What follows belongs to an exercise in optimizing a design on an open flow for small area, a short achievable clock period and few clock cycles; a production flow would make more cautious choices.
At most, simulation tests tie the RTL to the original design; equivalence was not proved.
No functional check of the RTL was part of runs 1, 2 and 4.
No driver is modelled on the clock port, so clocking that relies on it looks cheaper here than on a real chip.
Power is estimated from default activity; no workload was simulated.

## flow/design.v (module list and top-level ports; edited modules follow where they fit)
// module aoi222: 5 lines
// module aoi22: 5 lines
// module and11: 5 lines
// module rdport1: 22 lines
// module RegFile: 26 lines
// module g_xor2: 5 lines
// module g_xnor2: 5 lines
// module g_and2: 5 lines
// module g_a21o: 5 lines
// module g_a21oi: 5 lines
// module g_o21ai: 5 lines
// module g_nand2: 5 lines
// module g_nor2: 5 lines
// module g_inv: 5 lines
// module g_or2: 5 lines
// module g_nor4: 5 lines
// module g_nand4: 5 lines
// module addc32: 361 lines
// module add10: 91 lines
// module add32: 5 lines
// module inc32: 5 lines
// module inc10: 5 lines
// module eq32: 5 lines
// module resmux: 7 lines
// module sel4x10: 6 lines
// module mux10: 6 lines
// module zero32: 25 lines
// module nor32: 28 lines
// module RISC: 190 lines
module RISC(clk, rst, imem_addr, imem_rdata, dmem_addr, dmem_wdata, dmem_we, dmem_rdata);
  // ...
==> flow/flow/run.sh <==
#!/bin/bash
# Layout flow: the standard synthesis, then the standard ORFS steps with
# timing repair aimed below the clock period (SETUP_SLACK_MARGIN, in ns),
# one more repair pass after CTS (flow/post_cts.tcl), plain buffers on the
# ports, and the standard.sh to write out/final.def. Each tool's output
# goes to a log file here; ORFS's per-step logs are under orfs/logs.
set -euo pipefail
MARGIN=$(cat flow/margin.txt)
EXTRA=$(cat flow/extra_margin.txt)
bash standard.sh synth > synth_standard.log 2>&1
make -C "$FLOW_HOME" DESIGN_CONFIG="$FLOW_CONFIG" WORK_HOME="$PWD/orfs" \
  CLKGATE_MAP_FILE= SYNTH_SCRIPT="$PWD/synth_recipe.tcl" \
  SETUP_SLACK_MARGIN="$MARGIN" \
  BUFFER_PORTS_ARGS="-buffer_cell sky130_fd_sc_hd__buf_2" \
  POST_CTS_TCL="$PWD/flow/post_cts.tcl" EXTRA_MARGIN="$EXTRA" \
  finish > make_finish.log 2>&1
bash standard.sh finish > write_def.log 2>&1
==> flow/flow/extra_margin.txt <==
7.9
==> flow/flow/margin.txt <==
7.7
==> flow/flow/post_cts.tcl <==
# One more setup-repair pass after CTS, aimed EXTRA_MARGIN ns below the
# clock period: the standard pass stops early on this design.
set_propagated_clock [all_clocks]
estimate_parasitics -placement
repair_timing -setup -setup_margin $::env(EXTRA_MARGIN) -verbose
detailed_placement
check_placement -verbose
==> flow/standard.sh <==
#!/bin/bash
# synth_recipe.tcl (not shown) runs the flow's synth.tcl, then flattens the netlist and writes it again
# the make line also repeats each setting of config.mk as NAME=value (left out here)
make -C /OpenROAD-flow-scripts/flow DESIGN_CONFIG=/design/flow/config.mk WORK_HOME=/design/flow/orfs CLKGATE_MAP_FILE= SYNTH_SCRIPT=/design/flow/synth_recipe.tcl "${@:-finish}"
==> flow/config.mk <==
export PLATFORM = sky130hd
export DESIGN_NAME = RISC
export DESIGN_NICKNAME = RISC
export VERILOG_FILES = /design/flow/design.v
export SDC_FILE = /design/flow/constraint.sdc
export NUM_CORES = 8
export LEC_CHECK = 0
export CAP_MARGIN = 20
export CORE_MARGIN = 2
export CORE_UTILIZATION = 50
export CTS_CLUSTER_DIAMETER = 80
export CTS_CLUSTER_SIZE = 25
export PLACE_DENSITY = 0.7
export SETUP_SLACK_MARGIN = 1.0
export SLEW_MARGIN = 20
export SYNTH_HIERARCHICAL = 1
==> flow/constraint.sdc <==
create_clock -name core_clock -period 11.0 [get_ports {clk}]
set_input_delay 2.2000 -clock core_clock [delete_from_list [all_inputs] [get_ports {clk}]]
set_output_delay 2.2000 -clock core_clock [all_outputs]
set_load 0.01 [all_outputs]
==> results.cfg, run 1 <==
[outcome]
run_status = complete, no violations

[placed_design]
buffer_ports.inserted = 140
place_worst_setup_slack_ns = 6.237
dpl.hpwl_mm = 139.8

[setup_path]
worst_r2r_endpoint = e_b[3]
worstPathMaxFanout = 5
critical_path.reg2reg.startpoint = d_ins[21]
reg2regPathDepth = 9
cp_arrival_ns = 3.95

[cells_and_area]
num_antenna_cells = 4
layout.filler_cells = 9892
area_of_all_placed_cells_without_fillers_sq_mm = 0.06875
count_of_clock_buffers_in_the_final_design = 88

[synth]
synth_sequential_area_ratio_pct = 59.94
ys_top_cells_by_area = sky130_fd_sc_hd__edfxtp_1 (51%), sky130_fd_sc_hd__a222oi_1 (10%), sky130_fd_sc_hd__dfxtp_1 (6.4%)
synth-adder-area-share_pct = 2.011
yosys_warnings = 8
post_synth.cell_area_avg_sq_um = 13.24
postSynth.topFlopCell = sky130_fd_sc_hd__edfxtp_1

[routing]
met3_wirelength_mm = 36.25
wirelength_mm = 225.0
drt-wirelength-per-cell_microns = 34.31
mean_number_of_vias_per_cell = 7.208
route.vias.total = 47260

[worst_hold_path]
worst_hold_path_type = reg2reg
holdPathStages = 0

[cts]
cts_tree = yes
clock_sink_count = 1302

[power_and_ir_drop]
comb_power_w = 0.00445
vdd.ir_drop.worst_mv = 0.1476
clock_net_power_w = 0.00291
intPower_w = 0.009968

[timing]
finalCriticalPeriod_ns = 3.397
rsz0062_at_grt = yes

[global_route]
grt_first_pass_wirelength_mm = 312.7
grt.met3_usage_pct = 13.48
grtUsageTotal_pct = 34.42
via_count_of_the_first_global_routing_pass = 44730
==> run 2: changes to the inputs <==
--- a/flow/config.mk
+++ b/flow/config.mk
@@ -9,6 +9,6 @@
 export CORE_MARGIN = 2
-export CORE_UTILIZATION = 50
+export CORE_UTILIZATION = 55
 export CTS_CLUSTER_DIAMETER = 80
 export CTS_CLUSTER_SIZE = 25
-export PLACE_DENSITY = 0.7
+export PLACE_DENSITY = 0.75
 export SETUP_SLACK_MARGIN = 1.0
==> results.cfg, run 2 <==
[synth]
synth_cell_area_sq_mm = 0.06136
synth_compound_area_share_pct = 17.63
synth.most_common_cell = sky130_fd_sc_hd__edfxtp_1
synth_top_family_by_area = compound AO/OA/AOI/OAI gates
postSynth.topFlopCell = sky130_fd_sc_hd__edfxtp_1
synth-simple-area-share_pct = 9.664
synth_sequential_area_ratio_pct = 59.94
synthDominantCellAreaShare_pct = 50.65
synthDominantAreaCellType = sky130_fd_sc_hd__edfxtp_1
synth.top_cells.by_count = sky130_fd_sc_hd__edfxtp_1 (1035), sky130_fd_sc_hd__a222oi_1 (641), sky130_fd_sc_hd__nor2_1 (263), sky130_fd_sc_hd__inv_1 (246), sky130_fd_sc_hd__xor2_1 (236)
post_synth_num_cell_types = 97
fraction_of_synthesized_area_in_multiplexers_pct = 2.896
post_synth.cell_area_avg_sq_um = 13.24
ys_top_cells_by_area = sky130_fd_sc_hd__edfxtp_1 (51%), sky130_fd_sc_hd__a222oi_1 (10%), sky130_fd_sc_hd__dfxtp_1 (6.4%)
ys_ff_latch = 1302
synth-adder-area-share_pct = 2.011
post_synth_xor_area_fraction_pct = 5.124
synthesis.instances = 4633
yosys_warnings = 8
asyncSetResetFlopFracSynth_pct = 5.376
synth_edf_count = 1035

[floorplan]
num_io_pins = 163
num_rows = 122
initial_core_util_pct = 55.44
dieHeight_microns = 338.0
dieWidth_microns = 338.0
core_area_sq_mm = 0.1107
die_area_sq_mm = 0.1143

[global_route]
grtUsageTotal_pct = 38.03
grt_antenna_before_repair = 5
globalRouteMet1Util_pct = 48.18
gr-usage-met2_pct = 55.13
grt-ovfl-total = 0
grt.met3_usage_pct = 15.61
grt_busiest_layer = met2
grt_start_max_net_pins = 67
grt_first_pass_wirelength_mm = 312.8
via_count_of_the_first_global_routing_pass = 45900

[setup_path]
cp-end-kind = flip-flop
reg2regPathDepth = 8
worstSetupStartpointType = flip-flop
critical_path_required_ns = 11.55
worst_r2r_endpoint = e_a[21]
cp_arrival_ns = 4.03
critical_path.reg2reg.startpoint = m_rd[1]
critical_path_class = reg2reg
worst_setup_path_startpoint = m_rd[1]
destination_of_the_critical_timing_path = e_a[21]
worstPathMaxFanout = 18
timing.reg2reg.setup_slack_ns = 7.52

[cells_and_area]
instances_no_fill = 6447
finalNetCount = 5078
largest_register_ffs = 992
layout.cells.most_common_list = sky130_fd_sc_hd__edfxtp_1 (1035), sky130_fd_sc_hd__a222oi_1 (641), sky130_fd_sc_hd__nor2_1 (248), sky130_fd_sc_hd__inv_1 (223), sky130_fd_sc_hd__xor2_1 (195)
regMostFlops = regFile.gpr.r
syn2layout_area_growth_pct = 12.29
final_core_util_pct = 62.26
final_common_cell = sky130_fd_sc_hd__edfxtp_1
post_route_cells_drive_above_1_share_pct = 21.27

[routing]
dr.first_iter.drc_count = 12190
remaining_drc_errors = 0
drt_pass_1_iters = 17
route.vias.total = 48130
drt-wirelength-per-cell_microns = 34.47
wirelength_mm = 222.3
mean_number_of_vias_per_cell = 7.466
ant_nets = 0

[worst_hold_path]
hold_path_startpoint = d_btgt[3]
worst_hold_path_type = reg2reg

[timing]
timing.final.crit_share_pct = 31.60
worst_pin_slew_ns = 1.245
finalCriticalPeriod_ns = 3.476
setup_total_negative_slack_ns = 0
finClkSkew_ns = 0.05917
rsz0062_at_grt = yes
max_freq_mhz = 287.7
final_slew_violations = 0
slew_limit_headroom_pct = 17.01
finalHoldViolations = 0
timing.final.setup_violations = 0
fin_worst_hold_slack_ns = 0.3604

[outcome]
run_status = complete, no violations

[cts]
cts_tree = yes
clkLatencyLatePin_ns = 0.71
path_clk_slew_ns = 0.09
clock_sink_count = 1302

[placed_design]
dpl.hpwl_mm = 137.1
buffer_ports.inserted = 140
gpl.final_weighted_congestion = 1.019
placed_cells_incl_taps = 6254

[power_and_ir_drop]
power.static_leakage_nw = 24.92
cellPowerDensity_mw_per_mm2 = 227.5
vdd.ir_drop.worst_mv = 0.1475

[job]
cap_viol_max_count = 0
==> run 2: changes by cell type in the layout (fill, tap and decap cells not counted), moves of 8 or more <==
| cell | delta |
|---|---|
| sky130_fd_sc_hd__or2_4 | +9 |
| sky130_fd_sc_hd__o21ai_2 | -21 |
| sky130_fd_sc_hd__inv_1 | -12 |
| sky130_fd_sc_hd__o21ai_1 | +19 |
| sky130_fd_sc_hd__inv_2 | +12 |
| sky130_fd_sc_hd__buf_12 | +8 |
| sky130_fd_sc_hd__or2_2 | -9 |
| sky130_fd_sc_hd__buf_4 | +24 |
==> run 2: cell type report <==
| cell class | count | area [sq um] |
|---|---|---|
| diodes | 4 | 10.01 |
| clock buffers | 89 | 1823 |
| clock inverters | 22 | 305.3 |
| fillers | 8202 | 41770 |
| inverters | 247 | 935.9 |
| multi-input cells | 2974 | 24440 |
| flip-flops and latches | 1302 | 36890 |
| well taps | 1488 | 1862 |
| repair buffers | 321 | 2629 |
==> run 2: cells by family after synthesis <==
family,after synthesis
flip-flops,1302
AO/OA/AOI/OAI,1235
AND/OR/NAND/NOR,1095
buffers and inverters,384
XOR/XNOR,359
multiplexers,159
adder cells (fa/ha/maj),98
other,1
==> run 2: worst min path at each step <==
stage                           end  slack [ns]  cells after the start
after floorplan              m_load        0.33                      0
after global placement    e_btgt[1]        0.35                      0
after detailed placement  e_btgt[4]        0.36                      0
after global routing      e_btgt[3]        0.36                      0
final                     e_btgt[3]        0.36                      0
==> run 2: report_power, final <==
part | total (W) | switching (W) | internal [W]
registers | 0.00831 | 0.000946 | 0.00737
logic | 0.00447 | 0.00311 | 0.00136
clock network | 0.00289 | 0.00164 | 0.00125
total | 0.0157 | 0.00570 | 0.00998
==> run 2: metrics by stage <==
step	worst slack [ns]	power, W	instance area, sq um
5_1_grt	7.531	0.01618	68890
3_3_place_gp	6.593	0.01225	64700
2_1_floorplan	7.300	0.01057	61700
6_report	7.524	0.01567	68900
3_5_place_dp	6.559	0.01242	64720
==> run 2: critical path, cell delays in order, from the launching register on <==
cell and delay (ns):
sky130_fd_sc_hd__dfxtp_1 0.49, sky130_fd_sc_hd__nand2b_1 0.37, sky130_fd_sc_hd__nor2_1 0.48, sky130_fd_sc_hd__nor3_4 0.11, sky130_fd_sc_hd__buf_4 0.27, sky130_fd_sc_hd__a222oi_1 0.33
sky130_fd_sc_hd__nand4_1 0.65, sky130_fd_sc_hd__nor3_4 0.49, sky130_fd_sc_hd__inv_1 0.14
==> run 2: modules after synthesis, one instance, submodules excluded, excerpt <==
module,times used,flip-flops and latches,area (sq um),cells inside
add32,1,0,1687,232
resmux,1,0,364.1,46
sel4x10,1,0,232.7,34
g_a21oi,98,0,8.758,1
g_xnor2,31,0,8.758,1
g_xor2,134,0,8.758,1
g_or2,31,0,6.256,1
g_and2,83,0,6.256,1
g_o21ai,68,0,5.005,1
g_nand2,88,0,3.754,1
g_nor2,95,0,3.754,1
==> run 2: per-layer routing <==
layer / share of wire [%] / wire length (microns)
met1: 34 / 75380
met2: 43 / 94510
met3: 17 / 37470
met4: 6.6 / 14710
met5: 0.088 / 196
==> module RISC, before the edit <==
module RISC(clk, rst, imem_addr, imem_rdata, dmem_addr, dmem_wdata, dmem_we, dmem_rdata);
	input clk, rst;
	output [31:0] imem_addr;
	input  [31:0] imem_rdata;
	output [31:0] dmem_addr;
	output [31:0] dmem_wdata;
	output        dmem_we;
	input  [31:0] dmem_rdata;
	localparam [6:0] OP_LOAD = 7'b0000011, OP_STORE = 7'b0100011, OP_R = 7'b0110011,
	                 OP_I = 7'b0010011, OP_B = 7'b1100011, OP_J = 7'b1101111;
	reg  [9:0]  fpc;           
	reg         d_valid;       
	reg  [31:0] d_ins;         
	reg  [9:0]  d_btgt;        
	reg         d_pt;          
	reg         e_valid;       
	reg  [31:0] e_pcn;         
	reg  [9:0]  e_btgt;        
	reg  [31:0] e_a;           
	reg  [31:0] e_b;           
	reg         e_binv;        
	reg  [20:0] e_off;         
	reg         e_imm;         
	reg  [4:0]  e_rd;
	reg         e_load, e_store, e_br, e_jal, e_wr, e_pt;
	reg         e_sub, e_slt, e_xor, e_or, e_and, e_logic;
	reg         e_fa, e_fb, e_fs;  
	reg  [31:0] m_res;         
	reg  [31:0] m_addr;        
	reg  [31:0] m_sd;          
	reg  [4:0]  m_rd;
	reg         m_we, m_wr, m_load;
	wire        e_mis;         
	wire        stall;         
	wire        d_take;        
	wire        e_zero;        
	reg         e_zok;         
	wire [31:0] ins = imem_rdata;
	wire f_jal = (ins[6:0] == OP_J);
	wire f_bs  = (ins[6:0] == OP_B) & (ins[19:15] == ins[24:20]);
	wire [9:0] fpc_seq, fpc_jal, fpc_br;
	inc10 u_fseq(.a(fpc), .s(fpc_seq));
	add10 u_fjal(.a(fpc), .b({ins[29:21], 1'b0}), .s(fpc_jal));
	add10 u_fbr (.a(fpc_seq), .b({ins[29:25], ins[11:8], 1'b0}), .s(fpc_br));
	wire [9:0] fpc_pred, fpc_next;
	sel4x10 u_fpred(.s0(stall), .d0(fpc),
	                .s1(~stall & f_jal), .d1(fpc_jal), .s2(~stall & f_bs), .d2(fpc_br),
	                .s3(~stall & ~f_jal & ~f_bs), .d3(fpc_seq), .y(fpc_pred));
	wire [9:0] fpc_alt;
	wire       f_own;
	mux10 u_falt(.s(e_mis), .d1(e_btgt), .d0(d_btgt), .y(fpc_alt));
	g_nor2 u_fown(.a(e_mis), .b(d_take), .y(f_own));
	mux10 u_fnext(.s(f_own), .d1(fpc_pred), .d0(fpc_alt), .y(fpc_next));
	always @(posedge clk)
		if (rst)
			fpc <= 10'd0;
		else
			fpc <= fpc_next;
	assign imem_addr = {22'd0, fpc};
	always @(posedge clk or posedge rst)
		if (rst)
			d_valid <= 1'b0;
		else if (e_mis | ~stall)
			d_valid <= ~e_mis & ~d_take;
	always @(posedge clk)
		if (!stall)
		begin
			d_ins  <= ins;
			d_btgt <= fpc_br;
			d_pt   <= f_jal | f_bs;
		end
	wire [6:0]  d_op  = d_ins[6:0];
	wire [4:0]  d_rd  = d_ins[11:7];
	wire [2:0]  d_f3  = d_ins[14:12];
	wire [4:0]  d_rs1 = d_ins[19:15];
	wire [4:0]  d_rs2 = d_ins[24:20];
	wire d_load  = (d_op == OP_LOAD);
	wire d_store = (d_op == OP_STORE);
	wire d_r     = (d_op == OP_R);
	wire d_i     = (d_op == OP_I);
	wire d_br    = (d_op == OP_B);
	wire d_jal   = (d_op == OP_J);
	wire d_imm   = d_i | d_load | d_store;
	wire d_wr    = (d_load | d_r | d_i | d_jal) & (d_rd != 5'd0);
	wire d_alu   = d_r | d_i;
	wire d_slt   = d_alu & (d_f3 == 3'b010);
	wire d_sub   = (d_r & (d_f3 == 3'b000) & d_ins[30]) | d_slt;
	wire        e_w = e_valid & e_wr;                    
	wire [4:0]  d_rz  = (d_rs2 == 5'd0) ? d_rs1 : d_rs2;
	wire        d_bz  = d_valid & d_br & ~d_pt & ((d_rs1 == 5'd0) | (d_rs2 == 5'd0)) &
	                    e_w & e_zok & (e_rd == d_rz);
	g_and2 u_dtake(.a(d_bz), .b(e_zero), .y(d_take));    
	wire d_use1 = d_load | d_store | d_r | d_i | d_br;
	wire d_use2 = d_store | d_r | d_br;
	assign stall = d_valid & e_valid & e_load & e_wr &
	               ((d_use1 & (d_rs1 == e_rd)) | (d_use2 & (d_rs2 == e_rd)));
	wire [31:0] m_wd = m_load ? dmem_rdata : m_res;
	wire [31:0] rf1n, rf2n;    
	reg rf_clr;
	always @(posedge clk or posedge rst)
		if (rst)
			rf_clr <= 1'b1;
		else
			rf_clr <= 1'b0;
	RegFile regFile(.clk(clk), .clr(rf_clr), .we(m_wr), .wa(m_rd), .wd(m_wd),
	                .ra1(d_rs1), .ra2(d_rs2), .rd1n(rf1n), .rd2n(rf2n));
	always @(posedge clk or posedge rst)
		if (rst)
			e_valid <= 1'b0;
		else
			e_valid <= d_valid & ~e_mis & ~stall;
	always @(posedge clk)
	begin
		e_a     <= ~rf1n;
		e_b     <= ~rf2n;
		e_binv  <= d_sub & ~d_imm;
		e_off   <= d_jal   ? {d_ins[31], d_ins[19:12], d_ins[20], d_ins[30:21], 1'b0} :
		           d_store ? {{9{d_ins[31]}}, d_ins[31:25], d_ins[11:7]} :
		           d_imm   ? {{9{d_ins[31]}}, d_ins[31:20]} ^ {21{d_sub}}
		                   : {{9{d_ins[31]}}, d_ins[7], d_ins[30:25], d_ins[11:8], 1'b1};
		e_imm   <= d_imm;
		e_rd    <= d_rd;
		e_btgt  <= d_btgt;
		e_load  <= d_load;
		e_store <= d_store;
		e_br    <= d_br;
		e_jal   <= d_jal;
		e_wr    <= d_wr;
		e_pt    <= d_pt | d_take;
		e_zok   <= d_i & ((d_f3 == 3'b111) | ((d_f3 != 3'b010) & ~d_f3[2]));    
		e_sub   <= d_sub;
		e_slt   <= d_slt;
		e_xor   <= d_alu & (d_f3 == 3'b100);
		e_or    <= d_alu & (d_f3 == 3'b110);
		e_and   <= d_alu & (d_f3 == 3'b111);
		e_logic <= d_jal | (d_alu & d_f3[2] & (d_f3 != 3'b101));
		e_fa    <= e_w & (e_rd == d_rs1);
		e_fb    <= e_w & (e_rd == d_rs2) & ~d_imm;
		e_fs    <= e_w & (e_rd == d_rs2);
	end
	wire [31:0] A  = e_fa ? m_res : e_a;
	wire [31:0] B  = e_imm   ? {{11{e_off[20]}}, e_off} :
	                 e_fb    ? (m_res ^ {32{e_sub}}) : (e_b ^ {32{e_binv}});
	wire [31:0] R2 = e_fs ? m_res : e_b;                     
	wire [31:0] sum, lres;
	wire        eq;
	addc32 u_alu(.a(A), .b(B), .ci(e_sub), .s(sum));
	eq32  u_eq(.a(A), .b(R2), .eq(eq));
	zero32 u_zero(.a(A), .b({{11{e_off[20]}}, e_off}), .an(e_and), .z(e_zero));
	wire        taken  = e_jal | (e_br & eq);
	wire [31:0] pcn_off, pcn_inc;
	add32 u_pcoff(.a(e_pcn), .b({{11{e_off[20]}}, e_off}), .s(pcn_off));
	inc32 u_pcinc(.a(e_pcn), .s(pcn_inc));
	wire [31:0] pcn_next = taken ? pcn_off : pcn_inc;
	g_and2 u_emis(.a(e_valid & e_br & ~e_pt), .b(eq), .y(e_mis));    
	assign      lres = e_jal ? e_pcn :
	                   e_xor ? (A ^ B) :
	                   e_or  ? (A | B) : (A & B);
	wire [31:0] res;
	resmux u_res(.lg(e_logic), .slt(e_slt), .lres(lres), .sum(sum), .res(res));
	always @(posedge clk or posedge rst)
		if (rst)
			e_pcn <= 32'd1;
		else if (e_valid)
			e_pcn <= pcn_next;
	always @(posedge clk or posedge rst)
		if (rst)
		begin
			m_res  <= 32'd0;       
			m_we   <= 1'b0;
			m_wr   <= 1'b0;
			m_load <= 1'b0;
		end
		else
		begin
			m_res  <= res;
			m_we   <= e_valid & e_store;
			m_wr   <= e_w;
			m_load <= e_load;
		end
	always @(posedge clk)
	begin
		m_sd   <= R2;
		m_rd   <= e_rd;
		m_addr <= res;
	end
	assign dmem_addr  = m_addr;
	assign dmem_wdata = m_sd;
	assign dmem_we    = m_we;
endmodule
==> run 3: changes to the inputs <==
--- a/flow/design.v
+++ b/flow/design.v
@@ -724,3 +724,3 @@
 	mux10 u_fnext(.s(f_own), .d1(fpc_pred), .d0(fpc_alt), .y(fpc_next));
-	always @(posedge clk)
+	always @(posedge clk or posedge rst)
 		if (rst)
--- a/flow/config.mk
+++ b/flow/config.mk
@@ -9,6 +9,5 @@
 export CORE_MARGIN = 2
-export CORE_UTILIZATION = 55
+export CORE_UTILIZATION = 40
 export CTS_CLUSTER_DIAMETER = 80
 export CTS_CLUSTER_SIZE = 25
-export PLACE_DENSITY = 0.75
 export SETUP_SLACK_MARGIN = 1.0
==> results.cfg, run 3 <==
[routing]
ant_nets = 0
route.vias.total = 46470
wirelength_mm = 232.9
remaining_drc_errors = 0
mean_number_of_vias_per_cell = 6.671
drt-wirelength-per-cell_microns = 33.43
dr.first_iter.drc_count = 9318
drt_pass_1_iters = 14

[cts]
clock_sink_count = 1302
path_clk_slew_ns = 0.10
cts_tree = yes
clkLatencyLatePin_ns = 0.75

[timing]
finalCriticalPeriod_ns = 3.492
final_slew_violations = 0
slew_limit_headroom_pct = 20.06
setup_total_negative_slack_ns = 0
max_freq_mhz = 286.4
finClkSkew_ns = 0.05585
timing.final.crit_share_pct = 31.75
timing.final.setup_violations = 0
worst_pin_slew_ns = 1.199
rsz0062_at_grt = yes
finalHoldViolations = 0
fin_worst_hold_slack_ns = 0.3753

[global_route]
grt_first_pass_wirelength_mm = 324.4
grt_antenna_before_repair = 5
via_count_of_the_first_global_routing_pass = 44430
grt_start_max_net_pins = 67
grt-ovfl-total = 0
grtUsageTotal_pct = 28.72

[power_and_ir_drop]
cellPowerDensity_mw_per_mm2 = 237.3
finalPower_w = 0.01655
power.share.combinational_pct = 30.3
pwr-share-seq_pct = 51.4
intPower_w = 0.01045
sw_frac_of_total_pct = 36.84
vdd.ir_drop.worst_mv = 0.1359
power.static_leakage_nw = 24.90
net-switching-power_w = 0.006096
power_frac_clock_pct = 18.3

[floorplan]
num_rows = 143
dieWidth_microns = 395.4
initial_core_util_pct = 40.30
core_area_sq_mm = 0.1521
die_area_sq_mm = 0.1564
num_io_pins = 163
dieHeight_microns = 395.4

[setup_path]
worstPathBufferInverterCount = 1
worstPathMaxFanout = 2
slowest_stage = sky130_fd_sc_hd__dfrtp_2
timing.critical_path.cells = buf_6
cp_arrival_ns = 1.29
critical_path_class = reg2out
critical_path.top_delay_family = flip-flops
cp-end-kind = primary output
worstSetupStartpointType = flip-flop
critical_path_required_ns = 8.80
slowest_delay_ns = 0.45

[synth]
yosys_warnings = 8
postSynth.topFlopCell = sky130_fd_sc_hd__edfxtp_1
synthDominantCellAreaShare_pct = 50.71
synth_cell_area_sq_mm = 0.06129
ys_top_cells_by_area = sky130_fd_sc_hd__edfxtp_1 (51%), sky130_fd_sc_hd__a222oi_1 (10%), sky130_fd_sc_hd__dfxtp_1 (6.1%)
post_synth_num_cell_types = 90
synth.top_cells.by_count = sky130_fd_sc_hd__edfxtp_1 (1035), sky130_fd_sc_hd__a222oi_1 (641), sky130_fd_sc_hd__nor2_1 (271), sky130_fd_sc_hd__inv_1 (247), sky130_fd_sc_hd__xor2_1 (238)
synth.most_common_cell = sky130_fd_sc_hd__edfxtp_1
synthDominantAreaCellType = sky130_fd_sc_hd__edfxtp_1
synth_edf_count = 1035
ys_ff_latch = 1302
synth_sequential_area_ratio_pct = 60.09
synthesis.instances = 4629
post_synth.cell_area_avg_sq_um = 13.24
asyncSetResetFlopFracSynth_pct = 6.144

[cells_and_area]
layout.filler_cells = 13600
area_of_all_placed_cells_without_fillers_sq_mm = 0.06974
final_core_util_pct = 45.86
finalNetCount = 5054
syn2layout_area_growth_pct = 13.79
layout.cells.most_common_list = sky130_fd_sc_hd__edfxtp_1 (1035), sky130_fd_sc_hd__a222oi_1 (641), sky130_fd_sc_hd__nor2_1 (253), sky130_fd_sc_hd__inv_1 (232), sky130_fd_sc_hd__xor2_1 (199)
largest_register_ffs = 992
final_common_cell = sky130_fd_sc_hd__edfxtp_1
regMostFlops = regFile.gpr.r
post_route_cells_drive_above_1_share_pct = 21.43

[placed_design]
buffer_ports.inserted = 140
gpl.final_weighted_congestion = 0.9759
placement.cell_area_sq_mm = 0.06538
dpl.hpwl_mm = 146.6

[outcome]
run_status = complete, no violations

[job]
cap_viol_max_count = 0

[worst_hold_path]
worst_hold_path_type = reg2reg
run 3: cell count changes in the layout (fill, tap and decap cells not counted), sizes merged, moves of 5 or more:
cell    delta
dfxtp     -10
dfrtp     +10
nor2       +8
nor2b     -15
nor3       +6
clkinv     -5
buf       -24
run 3: stage by stage:
| stage | std cells | setup WS [ns] |
|---|---|---|
| after floorplan | 4655 | 7.403 |
| after global placement | 6799 | 6.549 |
| after detailed placement | 6799 | 6.572 |
| after global routing | 6963 | 7.482 |
| final | 6966 | 7.508 |
run 3: path summary, 6_finish.rpt:
kind	startpoint	to	slack, ns	depth (start not counted)
worst max-delay path	fpc[3]	imem_addr[3]	7.51	1
worst min-delay path	d_btgt[0]	e_btgt[0]	0.38	0
worst max register to register	d_ins[24]	e_b[4]	7.67	7
max in group asynchronous	rst	e_pcn[29]	8.04	3
worst min register to register	d_btgt[0]	e_btgt[0]	0.38	0
min in group asynchronous	rst	m_we	1.69	2
run 3: cell type report:
class | count | area [sq um] | area share (%)
clock buffer | 89 | 1897 | 2.720
antenna | 3 | 7.507 | 0.01076
timing repair buffer | 299 | 2595 | 3.721
clock inverter | 26 | 374.1 | 0.5364
sequential | 1302 | 37020 | 53.07
multi-input combinational | 2970 | 24380 | 34.96
inverter | 247 | 932.1 | 1.337
tap | 2030 | 2540 | 3.642
run 3: kinds of logic after synthesis:
| family | after synthesis | synth area share, % |
|---|---|---|
| simple gates | 1089 | 9.556 |
| flops | 1302 | 60.09 |
| other cells | 1 | 0.006119 |
| mux | 158 | 2.883 |
| xor+xnor | 362 | 5.185 |
| fa+ha+maj | 98 | 2.013 |
| compound gates | 1234 | 17.56 |
| buf+inv | 385 | 2.705 |
run 3: power groups by stage:
| stage | Combinational [W] | Clock (W) | Sequential, W |
|---|---|---|---|
| global route | 0.00535 | 0.00323 | 0.00864 |
| finish | 0.00502 | 0.00302 | 0.00851 |
| floorplan | 0.00286 | 0 | 0.00815 |
| global placement | 0.00449 | 0 | 0.00849 |
| detailed placement | 0.00453 | 0 | 0.00855 |
run 3: layer usage:
metal  vias to the layer above  share of wire, %  GRT usage [%]
met5                         -            0.0056              0
met4                         2               6.0          15.48
met3                       568                12          6.282
met2                      3372                44          43.64
met1                     23050                38          38.33
li1                      19480                 -              -
run 3: modules after synthesis, one instance, submodules excluded, excerpt:
module	flops+latches	cells	copies in the design	area [sq um]
eq32	0	43	1	346.6
g_a21oi	0	1	98	8.758
g_o21ai	0	1	68	5.005
add32	0	232	1	1687
resmux	0	46	1	364.1
mux10	0	11	2	161.4
g_nor2	0	1	95	3.754
inc10	0	24	1	163.9
g_xnor2	0	1	31	8.758
g_inv	0	1	61	3.754
inc32	0	86	1	610.6
and11	0	4	64	27.53
Testbench counts of run 3, summed over its fixed seeds: cycles 103,493.
==> run 4: changes to the inputs <==
--- a/flow/design.v
+++ b/flow/design.v
@@ -583,7 +583,2 @@
 endmodule
-module inc32(a, s);
-	input  [31:0] a;
-	output [31:0] s;
-	assign s = a + 32'd1;
-endmodule
 module inc10(a, s);
@@ -787,6 +782,7 @@
 		e_binv  <= d_sub & ~d_imm;
-		e_off   <= d_jal   ? {d_ins[31], d_ins[19:12], d_ins[20], d_ins[30:21], 1'b0} :
-		           d_store ? {{9{d_ins[31]}}, d_ins[31:25], d_ins[11:7]} :
-		           d_imm   ? {{9{d_ins[31]}}, d_ins[31:20]} ^ {21{d_sub}}
-		                   : {{9{d_ins[31]}}, d_ins[7], d_ins[30:25], d_ins[11:8], 1'b1};
+		if (!e_mis)    
+			e_off <= d_jal   ? {d_ins[31], d_ins[19:12], d_ins[20], d_ins[30:21], 1'b0} :
+			         d_store ? {{9{d_ins[31]}}, d_ins[31:25], d_ins[11:7]} :
+			         d_imm   ? {{9{d_ins[31]}}, d_ins[31:20]} ^ {21{d_sub}}
+			                 : {{9{d_ins[31]}}, d_ins[7], d_ins[30:25], d_ins[11:8], 1'b1};
 		e_imm   <= d_imm;
@@ -820,7 +816,7 @@
 	zero32 u_zero(.a(A), .b({{11{e_off[20]}}, e_off}), .an(e_and), .z(e_zero));
-	wire        taken  = e_jal | (e_br & eq);
-	wire [31:0] pcn_off, pcn_inc;
-	add32 u_pcoff(.a(e_pcn), .b({{11{e_off[20]}}, e_off}), .s(pcn_off));
-	inc32 u_pcinc(.a(e_pcn), .s(pcn_inc));
-	wire [31:0] pcn_next = taken ? pcn_off : pcn_inc;
+	reg         e_fix;
+	wire [31:0] pcn_add = e_fix ? {{11{e_off[20]}}, e_off[20:1], 1'b0} :
+	                      e_pt  ? {{11{e_off[20]}}, e_off} : 32'd1;
+	wire [31:0] pcn_next;
+	add32 u_pcadd(.a(e_pcn), .b(pcn_add), .s(pcn_next));
 	g_and2 u_emis(.a(e_valid & e_br & ~e_pt), .b(eq), .y(e_mis));    
@@ -833,5 +829,12 @@
 		if (rst)
+		begin
 			e_pcn <= 32'd1;
-		else if (e_valid)
-			e_pcn <= pcn_next;
+			e_fix <= 1'b0;
+		end
+		else
+		begin
+			if (e_valid | e_fix)
+				e_pcn <= pcn_next;
+			e_fix <= e_mis;
+		end
 	always @(posedge clk or posedge rst)
==> results.cfg, run 4 <==
[synth]
post_synth.cell_area_avg_sq_um = 13.54
synth.most_common_cell = sky130_fd_sc_hd__edfxtp_1
ys_top_cells_by_area = sky130_fd_sc_hd__edfxtp_1 (52%), sky130_fd_sc_hd__a222oi_1 (11%), sky130_fd_sc_hd__dfxtp_1 (5.5%)
synth_edf_count = 1056
synth_sequential_area_ratio_pct = 60.96
synth.top_cells.by_count = sky130_fd_sc_hd__edfxtp_1 (1056), sky130_fd_sc_hd__a222oi_1 (642), sky130_fd_sc_hd__inv_1 (247), sky130_fd_sc_hd__xor2_1 (235), sky130_fd_sc_hd__nor2_1 (230)
synth_cell_area_sq_mm = 0.06080
synthDominantAreaCellType = sky130_fd_sc_hd__edfxtp_1
post_synth_num_cell_types = 88
ys_ff_latch = 1303
synthesis.instances = 4490
asyncSetResetFlopFracSynth_pct = 6.216
synthDominantCellAreaShare_pct = 52.16
yosys_warnings = 8
postSynth.topFlopCell = sky130_fd_sc_hd__edfxtp_1

[setup_path]
worst_r2r_endpoint = e_a[16]
slowest_stage = sky130_fd_sc_hd__dfrtp_2
critical_path.top_delay_family = flip-flops
slowest_delay_ns = 0.46
worstPathBufferInverterCount = 1
destination_of_the_critical_timing_path = imem_addr[0]
worstSetupPathDepth = 1
cp-end-kind = primary output
cp_arrival_ns = 1.31
critical_path_class = reg2out
timing.critical_path.cells = buf_6
timing.reg2reg.setup_slack_ns = 7.71
worstSetupStartpointType = flip-flop
critical_path.reg2reg.startpoint = d_ins[18]
worst_setup_path_startpoint = fpc[0]
worstPathMaxFanout = 2
critical_path_required_ns = 8.80
reg2regPathDepth = 7

[cts]
cts_tree = yes
clkLatencyLatePin_ns = 0.75
path_clk_slew_ns = 0.10
clock_sink_count = 1303

[floorplan]
dieHeight_microns = 393.9
core_area_sq_mm = 0.1514
initial_core_util_pct = 40.17
die_area_sq_mm = 0.1551
dieWidth_microns = 393.9
num_io_pins = 163
num_rows = 143

[placed_design]
placed_cells_incl_taps = 6674
dpl.hpwl_mm = 146.8
gpl.final_weighted_congestion = 1.022
buffer_ports.inserted = 140

[cells_and_area]
instances_no_fill = 6884
syn2layout_area_growth_pct = 14.80
final_common_cell = sky130_fd_sc_hd__edfxtp_1
area_used_by_multi_input_combinational_logic_sq_mm = 0.02382
largest_register_ffs = 992
regMostFlops = regFile.gpr.r
layout.cells.most_common_list = sky130_fd_sc_hd__edfxtp_1 (1056), sky130_fd_sc_hd__a222oi_1 (642), sky130_fd_sc_hd__inv_1 (229), sky130_fd_sc_hd__nor2_1 (206), sky130_fd_sc_hd__xor2_1 (192)
post_route_cells_drive_above_1_share_pct = 23.80
register_area_sq_mm = 0.03716
layout.filler_cells = 13520
finalNetCount = 4965

[timing]
timing.final.crit_share_pct = 31.93
slew_limit_headroom_pct = 22.63
worst_pin_slew_ns = 1.161
final_slew_violations = 0
finClkSkew_ns = 0.05253
finalCriticalPeriod_ns = 3.512
rsz0062_at_grt = yes
max_freq_mhz = 284.7
setup_total_negative_slack_ns = 0
timing.final.setup_violations = 0
finalHoldViolations = 0

[global_route]
grt-ovfl-total = 0
grt_antenna_before_repair = 17
via_count_of_the_first_global_routing_pass = 44100
grt_start_max_net_pins = 65
grt_first_pass_wirelength_mm = 327.0
grtUsageTotal_pct = 29.25

[routing]
mean_number_of_vias_per_cell = 6.658
ant_nets = 0
drt-wirelength-per-cell_microns = 34.16
dr.first_iter.drc_count = 9331
wirelength_mm = 235.2
route.vias.total = 45840
remaining_drc_errors = 0
drt_pass_1_iters = 13

[outcome]
run_status = complete, no violations

[power_and_ir_drop]
vdd.ir_drop.worst_mv = 0.1272
cellPowerDensity_mw_per_mm2 = 236.0
power.static_leakage_nw = 24.80

[worst_hold_path]
worst_hold_path_type = reg2reg

[job]
cap_viol_max_count = 0
## run 4: area by class of cell
type                       count  area share, %
multi-input combinational   2836          34.13
clock buffer                  85          2.787
timing repair inverter         1        0.01076
tap                         2030          3.639
inverter                     247          1.339
antenna                        2       0.007170
sequential                  1303          53.24
clock inverter                42         0.8246
timing repair buffer         338          4.017
## run 4: metal layers
metal | wire length, microns | GRT usage, % | up-vias
li1 | - | - | 19110
met1 | 87850 | 38.15 | 22920
met2 | 103900 | 44.48 | 3255
met3 | 31280 | 9.280 | 546
met4 | 12010 | 13.27 | 12
met5 | 77 | 0.1232 | -
## run 4: kinds of logic after synthesis
group           count (synthesis)  synth area share [%]
simple gates                 1022                 9.147
flops                        1303                 60.96
fa+ha+maj                      97                 2.009
buf+inv                       378                 2.681
other cells                     1              0.006168
xor+xnor                      330                 4.754
mux                           159                 2.988
compound gates               1200                 17.46
## run 4: Yosys stat by module (local to each module, per instance), excerpt
module   copies in the design  flops+latches  area (sq um)
RegFile                     1            992         30910
add32                       1              0          1687
aoi222                    640              0         10.01
g_a21o                      1              0         7.507
g_a21oi                    98              0         8.758
g_xnor2                    31              0         8.758
g_xor2                    134              0         8.758
inc10                       1              0         163.9
mux10                       2              0         161.4
zero32                      1              0         15.01
## run 4: stage by stage
stage          cell area, sq um  power [W]  utilization [%]  hold slack (ns)  setup slack (ns)
6_report                  69800    0.01647            46.11           0.3751             7.488
5_1_grt                   69790    0.01707            46.11           0.3831             7.458
3_5_place_dp              65120    0.01280            43.02           0.3570             6.673
3_3_place_gp              65010    0.01270            42.95           0.3535             6.220
2_1_floorplan             61210    0.01077                -           0.3324             7.424
## run 4: how the worst min path moves through the flow
stage / start / endpoint / slack (ns) / cells past startpoint
2_1_floorplan: e_load / m_load / 0.33 / 0
3_3_place_gp: d_btgt[6] / e_btgt[6] / 0.35 / 0
3_5_place_dp: d_btgt[6] / e_btgt[6] / 0.36 / 0
5_1_grt: e_load / m_load / 0.38 / 0
6_report: e_load / m_load / 0.38 / 0
## run 4: where the power goes
| part | switching, W | internal, W | total, W |
|---|---|---|---|
| registers | 0.000929 | 0.00744 | 0.00837 |
| clock network | 0.00181 | 0.00141 | 0.00322 |
| logic | 0.00335 | 0.00153 | 0.00488 |
==> module RegFile, before the edit <==
module RegFile(clk, clr, we, wa, wd, ra1, ra2, rd1n, rd2n);
	input clk, clr, we;
	input [4:0] wa, ra1, ra2;
	input [31:0] wd;
	output [31:0] rd1n, rd2n;    
	wire [31*32-1:0] q;
	wire [31:1] s1, s2, wen;
	genvar i;
	generate
	for (i = 1; i < 32; i = i + 1)
	begin : gpr
		reg [31:0] r;
		assign wen[i] = we & (wa == i);
		always @(posedge clk)
			if (clr | wen[i])
				r <= wd;
		assign q[32*(i-1) +: 32] = r;
		assign s1[i] = (ra1 == i) & ~wen[i];
		assign s2[i] = (ra2 == i) & ~wen[i];
	end
	endgenerate
	wire byp1 = we & (ra1 == wa);
	wire byp2 = we & (ra2 == wa);
	rdport1 p1(.q(q), .sel(s1), .xd(wd), .xs(byp1), .dn(rd1n));
	rdport1 p2(.q(q), .sel(s2), .xd(wd), .xs(byp2), .dn(rd2n));
endmodule
==> run 5: changes to the inputs <==
--- a/flow/design.v
+++ b/flow/design.v
@@ -38,4 +38,5 @@
 endmodule
-module RegFile(clk, clr, we, wa, wd, ra1, ra2, rd1n, rd2n);
+module RegFile(clk, clr, wen, we, wa, wd, ra1, ra2, rd1n, rd2n);
 	input clk, clr, we;
+	input [31:1] wen;            
 	input [4:0] wa, ra1, ra2;
@@ -44,3 +45,3 @@
 	wire [31*32-1:0] q;
-	wire [31:1] s1, s2, wen;
+	wire [31:1] s1, s2;
 	genvar i;
@@ -50,3 +51,2 @@
 		reg [31:0] r;
-		assign wen[i] = we & (wa == i);
 		always @(posedge clk)
@@ -115,2 +115,17 @@
 endmodule
+module g_nor3(a, b, c, y);
+	input a, b, c;
+	output y;
+	assign y = ~(a | b | c);
+endmodule
+module g_or3(a, b, c, y);
+	input a, b, c;
+	output y;
+	assign y = a | b | c;
+endmodule
+module g_nand3(a, b, c, y);
+	input a, b, c;
+	output y;
+	assign y = ~(a & b & c);
+endmodule
 module g_nor4(a, b, c, d, y);
@@ -583,2 +598,7 @@
 endmodule
+module inc32(a, s);
+	input  [31:0] a;
+	output [31:0] s;
+	assign s = a + 32'd1;
+endmodule
 module inc10(a, s);
@@ -716,10 +736,7 @@
 	wire       f_own;
-	mux10 u_falt(.s(e_mis), .d1(e_btgt), .d0(d_btgt), .y(fpc_alt));
-	g_nor2 u_fown(.a(e_mis), .b(d_take), .y(f_own));
+	mux10 u_falt(.s(e_mis), .d1(e_btgt), .d0(d_btgt & {10{~rst}}), .y(fpc_alt));
+	g_nor3 u_fown(.a(e_mis), .b(d_take), .c(rst), .y(f_own));
 	mux10 u_fnext(.s(f_own), .d1(fpc_pred), .d0(fpc_alt), .y(fpc_next));
-	always @(posedge clk or posedge rst)
-		if (rst)
-			fpc <= 10'd0;
-		else
-			fpc <= fpc_next;
+	always @(posedge clk)
+		fpc <= fpc_next;
 	assign imem_addr = {22'd0, fpc};
@@ -770,3 +787,12 @@
 			rf_clr <= 1'b0;
-	RegFile regFile(.clk(clk), .clr(rf_clr), .we(m_wr), .wa(m_rd), .wd(m_wd),
+	reg  [31:1] m_wen;
+	genvar wk;
+	generate
+	for (wk = 1; wk < 32; wk = wk + 1)
+	begin : mw
+		always @(posedge clk)
+			m_wen[wk] <= e_w & (e_rd == wk);
+	end
+	endgenerate
+	RegFile regFile(.clk(clk), .clr(rf_clr), .wen(m_wen), .we(m_wr), .wa(m_rd), .wd(m_wd),
 	                .ra1(d_rs1), .ra2(d_rs2), .rd1n(rf1n), .rd2n(rf2n));
@@ -782,7 +808,6 @@
 		e_binv  <= d_sub & ~d_imm;
-		if (!e_mis)    
-			e_off <= d_jal   ? {d_ins[31], d_ins[19:12], d_ins[20], d_ins[30:21], 1'b0} :
-			         d_store ? {{9{d_ins[31]}}, d_ins[31:25], d_ins[11:7]} :
-			         d_imm   ? {{9{d_ins[31]}}, d_ins[31:20]} ^ {21{d_sub}}
-			                 : {{9{d_ins[31]}}, d_ins[7], d_ins[30:25], d_ins[11:8], 1'b1};
+		e_off   <= d_jal   ? {d_ins[31], d_ins[19:12], d_ins[20], d_ins[30:21], 1'b0} :
+		           d_store ? {{9{d_ins[31]}}, d_ins[31:25], d_ins[11:7]} :
+		           d_imm   ? {{9{d_ins[31]}}, d_ins[31:20]} ^ {21{d_sub}}
+		                   : {{9{d_ins[31]}}, d_ins[7], d_ins[30:25], d_ins[11:8], 1'b1};
 		e_imm   <= d_imm;
@@ -816,7 +841,7 @@
 	zero32 u_zero(.a(A), .b({{11{e_off[20]}}, e_off}), .an(e_and), .z(e_zero));
-	reg         e_fix;
-	wire [31:0] pcn_add = e_fix ? {{11{e_off[20]}}, e_off[20:1], 1'b0} :
-	                      e_pt  ? {{11{e_off[20]}}, e_off} : 32'd1;
-	wire [31:0] pcn_next;
-	add32 u_pcadd(.a(e_pcn), .b(pcn_add), .s(pcn_next));
+	wire        taken  = e_jal | (e_br & eq);
+	wire [31:0] pcn_off, pcn_inc;
+	add32 u_pcoff(.a(e_pcn), .b({{11{e_off[20]}}, e_off}), .s(pcn_off));
+	inc32 u_pcinc(.a(e_pcn), .s(pcn_inc));
+	wire [31:0] pcn_next = taken ? pcn_off : pcn_inc;
 	g_and2 u_emis(.a(e_valid & e_br & ~e_pt), .b(eq), .y(e_mis));    
@@ -829,12 +854,5 @@
 		if (rst)
-		begin
 			e_pcn <= 32'd1;
-			e_fix <= 1'b0;
-		end
-		else
-		begin
-			if (e_valid | e_fix)
-				e_pcn <= pcn_next;
-			e_fix <= e_mis;
-		end
+		else if (e_valid)
+			e_pcn <= pcn_next;
 	always @(posedge clk or posedge rst)
==> flow/flow/extra_margin.txt (replaced) <==
8.0
==> flow/flow/margin.txt (replaced) <==
7.8
--- a/flow/config.mk
+++ b/flow/config.mk
@@ -9,5 +9,6 @@
 export CORE_MARGIN = 2
-export CORE_UTILIZATION = 40
+export CORE_UTILIZATION = 50
 export CTS_CLUSTER_DIAMETER = 80
 export CTS_CLUSTER_SIZE = 25
+export PLACE_DENSITY = 0.7
 export SETUP_SLACK_MARGIN = 1.0
==> results.cfg, run 5 <==
[outcome]
run_status = complete, no violations

[power_and_ir_drop]
vdd.ir_drop.worst_mv = 0.1534
sw_frac_of_total_pct = 36.93
cellPowerDensity_mw_per_mm2 = 235.1
intPower_w = 0.01034
power.static_leakage_nw = 25.15
pwr-share-seq_pct = 52.0
net-switching-power_w = 0.006054
power.share.combinational_pct = 30.2
power_frac_clock_pct = 17.8

[routing]
routedLengthMet1_mm = 79.93
wirelength_mm = 230.4
topRoutingLayerUsed = met5
ant_nets = 0
dr.first_iter.drc_count = 10850
route.vias.total = 47850
drt-wirelength-per-cell_microns = 34.78
drt_pass_1_iters = 15
wl_met2_mm = 97.40
met3_wirelength_mm = 38.77
remaining_drc_errors = 0
mean_number_of_vias_per_cell = 7.224

[synth]
synth.most_common_cell = sky130_fd_sc_hd__edfxtp_1
synth_cell_area_sq_mm = 0.06203
ys_ff_latch = 1333
synth.top_cells.by_count = sky130_fd_sc_hd__edfxtp_1 (1035), sky130_fd_sc_hd__a222oi_1 (640), sky130_fd_sc_hd__nor2_1 (264), sky130_fd_sc_hd__inv_1 (240), sky130_fd_sc_hd__xor2_1 (237)
postSynth.topFlopCell = sky130_fd_sc_hd__edfxtp_1
ys_top_cells_by_area = sky130_fd_sc_hd__edfxtp_1 (50%), sky130_fd_sc_hd__a222oi_1 (10%), sky130_fd_sc_hd__dfxtp_1 (7.4%)
synth_top_family_by_area = compound AO/OA/AOI/OAI gates
post_synth_num_cell_types = 94
synth-adder-area-share_pct = 1.989
synthDominantCellAreaShare_pct = 50.10
synthDominantAreaCellType = sky130_fd_sc_hd__edfxtp_1
synth_compound_area_share_pct = 17.37
fraction_of_synthesized_area_in_multiplexers_pct = 2.898
post_synth_xor_area_fraction_pct = 5.095
yosys_warnings = 8
synth_sequential_area_ratio_pct = 60.29
asyncSetResetFlopFracSynth_pct = 5.251
synth_edf_count = 1035
post_synth.cell_area_avg_sq_um = 13.31
synth-simple-area-share_pct = 9.655
synthesis.instances = 4662

[cts]
cts_tree = yes
clkLatencyLatePin_ns = 0.71
clock_sink_count = 1333
path_clk_slew_ns = 0.10

[setup_path]
worst_setup_path_startpoint = fpc[7]
timing.reg2reg.setup_slack_ns = 7.75
critical_path_class = reg2out
slowest_stage = sky130_fd_sc_hd__dfxtp_4
worstSetupStartpointType = flip-flop
worstPathBufferInverterCount = 1
slowest_delay_ns = 0.41
cp_arrival_ns = 1.21
worstSetupPathDepth = 1
critical_path.reg2reg.startpoint = d_ins[20]
critical_path_required_ns = 8.80
destination_of_the_critical_timing_path = imem_addr[7]
worst_r2r_endpoint = e_b[27]
reg2regPathDepth = 10
critical_path.top_delay_family = flip-flops
cp-end-kind = primary output
timing.critical_path.cells = buf_6
worstPathMaxFanout = 6

[floorplan]
dieWidth_microns = 356.2
die_area_sq_mm = 0.1269
core_area_sq_mm = 0.1235
initial_core_util_pct = 50.24
dieHeight_microns = 356.2
num_io_pins = 163
num_rows = 129

[timing]
final_slew_violations = 0
timing.final.setup_violations = 0
finClkSkew_ns = 0.04156
setup_total_negative_slack_ns = 0
slew_limit_headroom_pct = 23.61
rsz0062_at_grt = yes
finalCriticalPeriod_ns = 3.411
max_freq_mhz = 293.1
finalHoldViolations = 0
timing.final.crit_share_pct = 31.01
worst_pin_slew_ns = 1.146

[cells_and_area]
regMostFlops = regFile.gpr.r
finalNetCount = 5107
area_of_all_placed_cells_without_fillers_sq_mm = 0.06971
final_common_cell = sky130_fd_sc_hd__edfxtp_1
largest_register_ffs = 992
post_route_cells_drive_above_1_share_pct = 21.47
syn2layout_area_growth_pct = 12.38
instances_no_fill = 6624
layout.cells.most_common_list = sky130_fd_sc_hd__edfxtp_1 (1035), sky130_fd_sc_hd__a222oi_1 (640), sky130_fd_sc_hd__nor2_1 (258), sky130_fd_sc_hd__inv_1 (216), sky130_fd_sc_hd__xor2_1 (196)

[global_route]
grtUsageTotal_pct = 34.92
grt_start_max_net_pins = 67
grt_antenna_before_repair = 6
via_count_of_the_first_global_routing_pass = 45390
grt_first_pass_wirelength_mm = 317.5
grt-ovfl-total = 0

[placed_design]
placement.cell_area_sq_mm = 0.06539
dpl.hpwl_mm = 137.0
placed_cells_incl_taps = 6419
buffer_ports.inserted = 140
gpl.final_weighted_congestion = 1.010

[job]
cap_viol_max_count = 0

[worst_hold_path]
worst_hold_path_type = reg2reg
## run 5: per-stage QoR
stage | total power (W) | setup slack [ns] | util [%] | hold slack (ns)
6_report | 0.01639 | 7.589 | 56.46 | 0.3485
3_3_place_gp | 0.01280 | 6.530 | 52.94 | 0.3442
3_5_place_dp | 0.01295 | 6.423 | 52.95 | 0.3503
2_1_floorplan | 0.01101 | 7.259 | - | 0.3258
5_1_grt | 0.01693 | 7.554 | 56.45 | 0.3700
## run 5: worst min-delay path by stage
| stage | from | endpoint | slack, ns | depth (start not counted) |
|---|---|---|---|---|
| global route | d_btgt[6] | e_btgt[6] | 0.37 | 0 |
| floorplan | e_rd[1] | m_rd[1] | 0.33 | 0 |
| global placement | d_btgt[4] | e_btgt[4] | 0.34 | 0 |
| detailed placement | d_btgt[6] | e_btgt[6] | 0.35 | 0 |
| finish | d_btgt[6] | e_btgt[6] | 0.35 | 0 |
## run 5: modules after synthesis, one instance, submodules excluded, excerpt
module  area, sq um  cells
eq32          346.6     43
mux10         161.4     11
zero32        15.01      1
aoi222        10.01      1
g_a21o        7.507      1
g_nor2        3.754      1
## run 5: worst reg2reg max path, delay by kind of cell (launching register included)
family | cells | cell delay (ns)
DFF | 1 | 0.50
and+or+nand+nor | 5 | 1.36
buffers and inverters | 4 | 0.76
AOI/OAI and AO/OA | 1 | 0.51
## run 5: cells by family (layout without fill, tap and decap cells)
| kind of cell | after synthesis | in the layout |
|---|---|---|
| AO/OA/AOI/OAI | 1231 | 1231 |
| XOR/XNOR | 360 | 360 |
| adder cells (fa/ha/maj) | 98 | 98 |
| buffers and inverters | 381 | 673 |
| flip-flops | 1333 | 1333 |
| multiplexers | 161 | 163 |
| other | 1 | 30 |
| AND/OR/NAND/NOR | 1097 | 1099 |
## run 5: per-layer routing
metal / GRT usage (%) / vias up
met5: 0.2222 / -
met4: 18.69 / 6
met3: 15.02 / 780
met2: 50.46 / 4189
met1: 44.32 / 23280
li1: - / 19600
## run 5: area by class of cell
cell class / count / area, sq um
clock inverters: 22 / 290.3
well taps: 1637 / 2048
repair buffers: 320 / 2634
fillers: 9942 / 53760
flip-flops and latches: 1333 / 37500
diodes: 3 / 7.507
multi-input cells: 2978 / 24530
inverters: 242 / 917.1
clock buffers: 89 / 1780
## run 5: power groups by stage
stage          sequential [W]  combinational (W)  clock, W
6_report              0.00853            0.00495   0.00291
3_3_place_gp          0.00846            0.00434         0
5_1_grt               0.00865            0.00520   0.00308
3_5_place_dp          0.00857            0.00438         0
2_1_floorplan         0.00825            0.00276         0
Testbench counts of run 5, summed over its fixed seeds: cycles 103,493.
==> run 6: changes to the inputs <==
==> flow/flow/extra_margin.txt (replaced) <==
7.9
==> flow/flow/margin.txt (replaced) <==
7.7
==> results.cfg, run 6 <==
[timing]
worst_pin_slew_ns = 1.221
finalHoldViolations = 0
setup_total_negative_slack_ns = 0
max_freq_mhz = 295.5
slew_limit_headroom_pct = 18.62
timing.final.crit_share_pct = 30.76
rsz0062_at_grt = yes
timing.final.setup_violations = 0
final_slew_violations = 0
finalCriticalPeriod_ns = 3.384
finClkSkew_ns = 0.04534
post-route-worst-setup-slack_ns = 7.616

[power_and_ir_drop]
sw_frac_of_total_pct = 36.94
power.share.combinational_pct = 29.8
vdd.ir_drop.worst_mv = 0.2017
cellPowerDensity_mw_per_mm2 = 237.0
intPower_w = 0.01034
power.static_leakage_nw = 24.96
net-switching-power_w = 0.006058
power_frac_clock_pct = 18.3
pwr-share-seq_pct = 51.9

[setup_path]
critical_path.top_delay_family = flip-flops
worst_r2r_endpoint = e_b[7]
worstPathMaxFanout = 1
slowest_stage = sky130_fd_sc_hd__dfrtp_1
timing.reg2reg.setup_slack_ns = 7.71
worstSetupStartpointType = flip-flop
timing.critical_path.cells = buf_2
critical_path_required_ns = 8.80
cp-end-kind = primary output
worst_setup_path_startpoint = m_we
reg2regPathDepth = 7
critical_path_class = reg2out
worstPathBufferInverterCount = 1
critical_path.reg2reg.startpoint = d_ins[23]
cp_arrival_ns = 1.18
slowest_delay_ns = 0.37

[job]
cap_viol_max_count = 0

[cells_and_area]
final_common_cell = sky130_fd_sc_hd__edfxtp_1
finalNetCount = 5072
regMostFlops = regFile.gpr.r
area_of_all_placed_cells_without_fillers_sq_mm = 0.06920
largest_register_ffs = 992
syn2layout_area_growth_pct = 11.56
layout.cells.most_common_list = sky130_fd_sc_hd__edfxtp_1 (1035), sky130_fd_sc_hd__a222oi_1 (640), sky130_fd_sc_hd__nor2_1 (258), sky130_fd_sc_hd__inv_1 (225), sky130_fd_sc_hd__xor2_1 (198)
instances_no_fill = 6598
post_route_cells_drive_above_1_share_pct = 20.51
final_core_util_pct = 56.05

[routing]
wirelength_mm = 226.2
drt_pass_1_iters = 15
ant_nets = 0
mean_number_of_vias_per_cell = 7.224
drt-wirelength-per-cell_microns = 34.28
dr.first_iter.drc_count = 11040
route.vias.total = 47670
remaining_drc_errors = 0

[synth]
synth.top_cells.by_count = sky130_fd_sc_hd__edfxtp_1 (1035), sky130_fd_sc_hd__a222oi_1 (640), sky130_fd_sc_hd__nor2_1 (264), sky130_fd_sc_hd__inv_1 (240), sky130_fd_sc_hd__xor2_1 (237)
postSynth.topFlopCell = sky130_fd_sc_hd__edfxtp_1
synthDominantCellAreaShare_pct = 50.10
ys_top_cells_by_area = sky130_fd_sc_hd__edfxtp_1 (50%), sky130_fd_sc_hd__a222oi_1 (10%), sky130_fd_sc_hd__dfxtp_1 (7.4%)
synth_cell_area_sq_mm = 0.06203
synthesis.instances = 4662
synth.most_common_cell = sky130_fd_sc_hd__edfxtp_1
yosys_warnings = 8
synthDominantAreaCellType = sky130_fd_sc_hd__edfxtp_1
post_synth_num_cell_types = 94
synth_edf_count = 1035
synth_sequential_area_ratio_pct = 60.29
ys_ff_latch = 1333
post_synth.cell_area_avg_sq_um = 13.31
asyncSetResetFlopFracSynth_pct = 5.251

[global_route]
grt-ovfl-total = 0
grtUsageTotal_pct = 34.48
via_count_of_the_first_global_routing_pass = 45450
grt_start_max_net_pins = 67
grt_first_pass_wirelength_mm = 315.6
grt_antenna_before_repair = 12

[floorplan]
dieHeight_microns = 356.2
num_io_pins = 163
die_area_sq_mm = 0.1269
core_area_sq_mm = 0.1235
initial_core_util_pct = 50.24
num_rows = 129
dieWidth_microns = 356.2

[worst_hold_path]
worst_hold_path_type = reg2reg
hold_path_startpoint = d_btgt[9]
holdPathStages = 0
hold_end = e_btgt[9]

[placed_design]
placement.cell_area_sq_mm = 0.06536
gpl.final_weighted_congestion = 0.9635
buffer_ports.inserted = 140
place_worst_setup_slack_ns = 6.419
placed_cells_incl_taps = 6427
dpl.hpwl_mm = 138.4

[cts]
cts_tree = yes
clock_sink_count = 1333
path_clk_slew_ns = 0.09
clkLatencyLatePin_ns = 0.71

[outcome]
run_status = complete, no violations
-- run 6: layer usage --
metal,part of all wire [%],global-route usage [%],wire length (microns)
met3,16,13.52,36590
met5,0.084,0.9630,190
met1,36,44.84,80690
met4,5.7,16.76,13000
met2,42,50.31,95720
-- run 6: cell type report --
class                   instances  area [sq um]
diodes                          2         5.005
clock buffers                  98          1888
fillers                     10010         54270
multi-input cells            2976         24230
well taps                    1637          2048
inverters                     242         914.6
clock inverters                25         321.6
flip-flops and latches       1333         37510
repair buffers                285          2291
-- run 6: power groups by stage --
stage	Sequential (W)	Combinational, W	Clock (W)
5_1_grt	0.00864	0.00516	0.00317
3_5_place_dp	0.00856	0.00441	0
2_1_floorplan	0.00825	0.00275	0
3_3_place_gp	0.00846	0.00436	0
6_report	0.00851	0.00489	0.00300
-- run 6: how the worst max path moves through the flow --
stage | to | slack, ns | depth (start not counted)
after detailed placement | fpc[5] | 6.42 | 8
after global placement | fpc[7] | 6.53 | 8
after floorplan | fpc[2] | 7.26 | 9
after global routing | dmem_we | 7.56 | 1
final | dmem_we | 7.62 | 1
-- run 6: modules after synthesis, one instance, submodules excluded, excerpt --
module,cells,cell area (sq um),flops+latches,copies in the design
add10,1,7.507,0,2
and11,4,27.53,0,64
g_and2,1,6.256,0,83
g_nor2,1,3.754,0,94
g_or2,1,6.256,0,31
g_xnor2,1,8.758,0,31
g_xor2,1,8.758,0,134
inc10,24,163.9,0,1
mux10,11,161.4,0,2
sel4x10,34,232.7,0,1
zero32,1,15.01,0,1
-- run 6: metrics by stage --
step	power, W	hold WS [ns]
final	0.01640	0.3593
after detailed placement	0.01297	0.3471
after floorplan	0.01101	0.3258
after global routing	0.01697	0.3798
after global placement	0.01282	0.3436
-- run 6: kinds of logic (layout without fill, tap and decap cells) --
group	count (synthesis)	count (layout)	share of synthesized area, %
buffers and inverters	381	650	2.701
adders and majority gates	98	98	1.989
muxes	161	161	2.898
AOI/OAI and AO/OA	1231	1231	17.37
and+or+nand+nor	1097	1099	9.655
xor gates and xnor gates	360	360	5.095
other	1	29	0.006045
DFF	1333	1333	60.29
==> run 7: changes to the inputs <==
--- a/flow/config.mk
+++ b/flow/config.mk
@@ -12,2 +12,3 @@
 export CTS_CLUSTER_SIZE = 25
+export GPL_ROUTABILITY_DRIVEN = 0
 export PLACE_DENSITY = 0.7
==> results.cfg, run 7 <==
[outcome]
run_status = complete, no violations

[floorplan]
dieHeight_microns = 356.2
num_io_pins = 163
die_area_sq_mm = 0.1269
num_rows = 129
initial_core_util_pct = 50.24
core_area_sq_mm = 0.1235
dieWidth_microns = 356.2

[synth]
synth.most_common_cell = sky130_fd_sc_hd__edfxtp_1
synth_cell_area_sq_mm = 0.06203
synth_edf_count = 1035
synthesis.instances = 4662
asyncSetResetFlopFracSynth_pct = 5.251
synth.top_cells.by_count = sky130_fd_sc_hd__edfxtp_1 (1035), sky130_fd_sc_hd__a222oi_1 (640), sky130_fd_sc_hd__nor2_1 (264), sky130_fd_sc_hd__inv_1 (240), sky130_fd_sc_hd__xor2_1 (237)
synth_sequential_area_ratio_pct = 60.29
synthDominantCellAreaShare_pct = 50.10
ys_top_cells_by_area = sky130_fd_sc_hd__edfxtp_1 (50%), sky130_fd_sc_hd__a222oi_1 (10%), sky130_fd_sc_hd__dfxtp_1 (7.4%)
ys_ff_latch = 1333
postSynth.topFlopCell = sky130_fd_sc_hd__edfxtp_1
post_synth.cell_area_avg_sq_um = 13.31
synthDominantAreaCellType = sky130_fd_sc_hd__edfxtp_1
post_synth_num_cell_types = 94
yosys_warnings = 8

[cts]
path_clk_slew_ns = 0.10
clkLatencyLatePin_ns = 0.70
clock_sink_count = 1333
cts_tree = yes

[power_and_ir_drop]
vdd.ir_drop.worst_mv = 0.1731
cellPowerDensity_mw_per_mm2 = 236.9
power.static_leakage_nw = 25.05

[worst_hold_path]
worst_hold_path_type = reg2reg

[setup_path]
cp-end-kind = flip-flop
worst_r2r_endpoint = e_b[18]
timing.reg2reg.setup_slack_ns = 7.63
critical_path_required_ns = 11.55
reg2regPathDepth = 9
critical_path_class = in2reg
worstSetupStartpointType = input port
critical_path.reg2reg.startpoint = d_ins[20]
worstPathMaxFanout = 5
worst_setup_path_startpoint = imem_rdata[16]
destination_of_the_critical_timing_path = fpc[1]
cp_arrival_ns = 3.96

[routing]
drt-wirelength-per-cell_microns = 34.34
route.vias.total = 47750
remaining_drc_errors = 0
ant_nets = 0
mean_number_of_vias_per_cell = 7.220
drt_pass_1_iters = 13
dr.first_iter.drc_count = 11110
wirelength_mm = 227.1

[global_route]
via_count_of_the_first_global_routing_pass = 45660
grtUsageTotal_pct = 34.65
grt_start_max_net_pins = 67
grt_antenna_before_repair = 5
grt_first_pass_wirelength_mm = 316.1
grt-ovfl-total = 0

[placed_design]
buffer_ports.inserted = 140
placed_cells_incl_taps = 6426
dpl.hpwl_mm = 136.7

[cells_and_area]
finalNetCount = 5089
final_common_cell = sky130_fd_sc_hd__edfxtp_1
instances_no_fill = 6614
largest_register_ffs = 992
syn2layout_area_growth_pct = 11.76
layout.cells.most_common_list = sky130_fd_sc_hd__edfxtp_1 (1035), sky130_fd_sc_hd__a222oi_1 (640), sky130_fd_sc_hd__nor2_1 (261), sky130_fd_sc_hd__inv_1 (234), sky130_fd_sc_hd__xor2_1 (197)
layout.filler_cells = 9893
regMostFlops = regFile.gpr.r
post_route_cells_drive_above_1_share_pct = 20.25

[timing]
finalHoldViolations = 0
timing.final.crit_share_pct = 31.02
setup_total_negative_slack_ns = 0
worst_pin_slew_ns = 1.158
rsz0062_at_grt = yes
final_slew_violations = 0
timing.final.setup_violations = 0
slew_limit_headroom_pct = 22.80
finalCriticalPeriod_ns = 3.412
finClkSkew_ns = 0.04743
max_freq_mhz = 293.0

[job]
cap_viol_max_count = 0
==> run 7: cell counts after synthesis <==
No cell type changed its count.
==> run 7: how the worst min path moves through the flow <==
stage	startpoint	endpoint	cells after the start
2_1_floorplan	e_rd[1]	m_rd[1]	0
3_3_place_gp	d_btgt[0]	e_btgt[0]	0
3_5_place_dp	e_load	m_load	0
5_1_grt	e_load	m_load	0
6_report	e_load	m_load	0
==> run 7: where the power goes <==
group / internal (W) / total (W) / switching [W]
Clock: 0.00128 / 0.00299 / 0.00171
Combinational: 0.00155 / 0.00493 / 0.00337
Sequential: 0.00753 / 0.00851 / 0.000972
==> run 7: per-module statistics from Yosys, one instance, submodules excluded, excerpt <==
module | area (sq um) | flops+latches
g_and2 | 6.256 | 0
g_o21ai | 5.005 | 0
RegFile | 30780 | 992
aoi22 | 12.51 | 0
zero32 | 15.01 | 0
g_inv | 3.754 | 0
add32 | 1687 | 0
==> run 7: area by class of cell <==
type	instances	area (sq um)	share of cell area, %
Antenna cell	9	22.52	0.03249
Clock buffer	93	1869	2.696
Clock inverter	22	301.5	0.4350
Inverter	242	914.6	1.319
Multi-Input combinational cell	2975	24210	34.93
Timing Repair Buffer	303	2450	3.534
Tap cell	1637	2048	2.954
Sequential cell	1333	37510	54.10
==> run 7: cells by family after synthesis <==
group	count (synthesis)	synth area share (%)
compound gates	1231	17.37
xor+xnor	360	5.095
fa+ha+maj	98	1.989
buf+inv	381	2.701
flops	1333	60.29
mux	161	2.898
other cells	1	0.006045
simple gates	1097	9.655
==> run 7: through the flow <==
stage               setup WS [ns]  cell area (sq um)  util [%]  total power, W  hold WS [ns]
floorplan                   7.259              62230         -         0.01101        0.3258
global placement            6.559              65340     52.92         0.01278        0.3441
detailed placement          6.521              65360     52.94         0.01295        0.3422
global route                7.575              69310     56.13         0.01696        0.3666
finish                      7.588              69330     56.15         0.01642        0.3568
==> run 7: routing by layer <==
| metal | wire [microns] | track usage, % | vias up |
|---|---|---|---|
| li1 | - | - | 19580 |
| met1 | 78280 | 43.74 | 23260 |
| met2 | 96610 | 50.30 | 4118 |
| met3 | 39100 | 15.75 | 791 |
| met4 | 13100 | 17.32 | 2 |
| met5 | 16 | 0 | - |
==> run 7: worst max-delay path, stage by stage <==
cell and delay [ns]:
sky130_fd_sc_hd__buf_4 0.13, sky130_fd_sc_hd__xnor2_2 0.13, sky130_fd_sc_hd__nand4_1 0.12, sky130_fd_sc_hd__or4_4 0.48
sky130_fd_sc_hd__a21oi_4 0.25, sky130_fd_sc_hd__nor2_4 0.10, sky130_fd_sc_hd__a22oi_1 0.19, sky130_fd_sc_hd__nand2_1 0.09
sky130_fd_sc_hd__mux2_4 0.26

what the ideal ports hide:
In the flow no input, the clock included, has a driving cell. The finished layouts below were timed again as built, in two steps.
Step 1 sets driving cells, clkbuf_16 on the clock port and buf_2 on the other inputs (assumed; they add their load-dependent delay and slew).
Step 2 moves the port delays by t, midway between the first and last clock arrival at a register: inputs arrive t later, outputs are due t later. That takes back most of the time a late clock gives input paths.
Slacks: no drivers / after step 1 / after step 2; pairs: no drivers / after step 1.
run	shift t [ns]	slack for setup (ns)	cell pins on the clock port's net
run 1	0.758	7.603 / 7.526 / 6.879	1
run 2	0.758	7.524 / 7.506 / 6.887	1
run 3	0.788	7.508 / 7.431 / 7.068	1
run 4	0.804	7.488 / 7.405 / 6.984	1
run 5	0.765	7.589 / 7.512 / 6.936	1
run 6	0.761	7.616 / 7.548 / 6.932	1
run 7	0.758	7.588 / 7.548 / 6.866	1
After both steps every run listed still meets setup and hold. For run 1, which loses most, drivers alone change the setup slack by -0.077 ns; drivers and shift together by -0.724 ns.
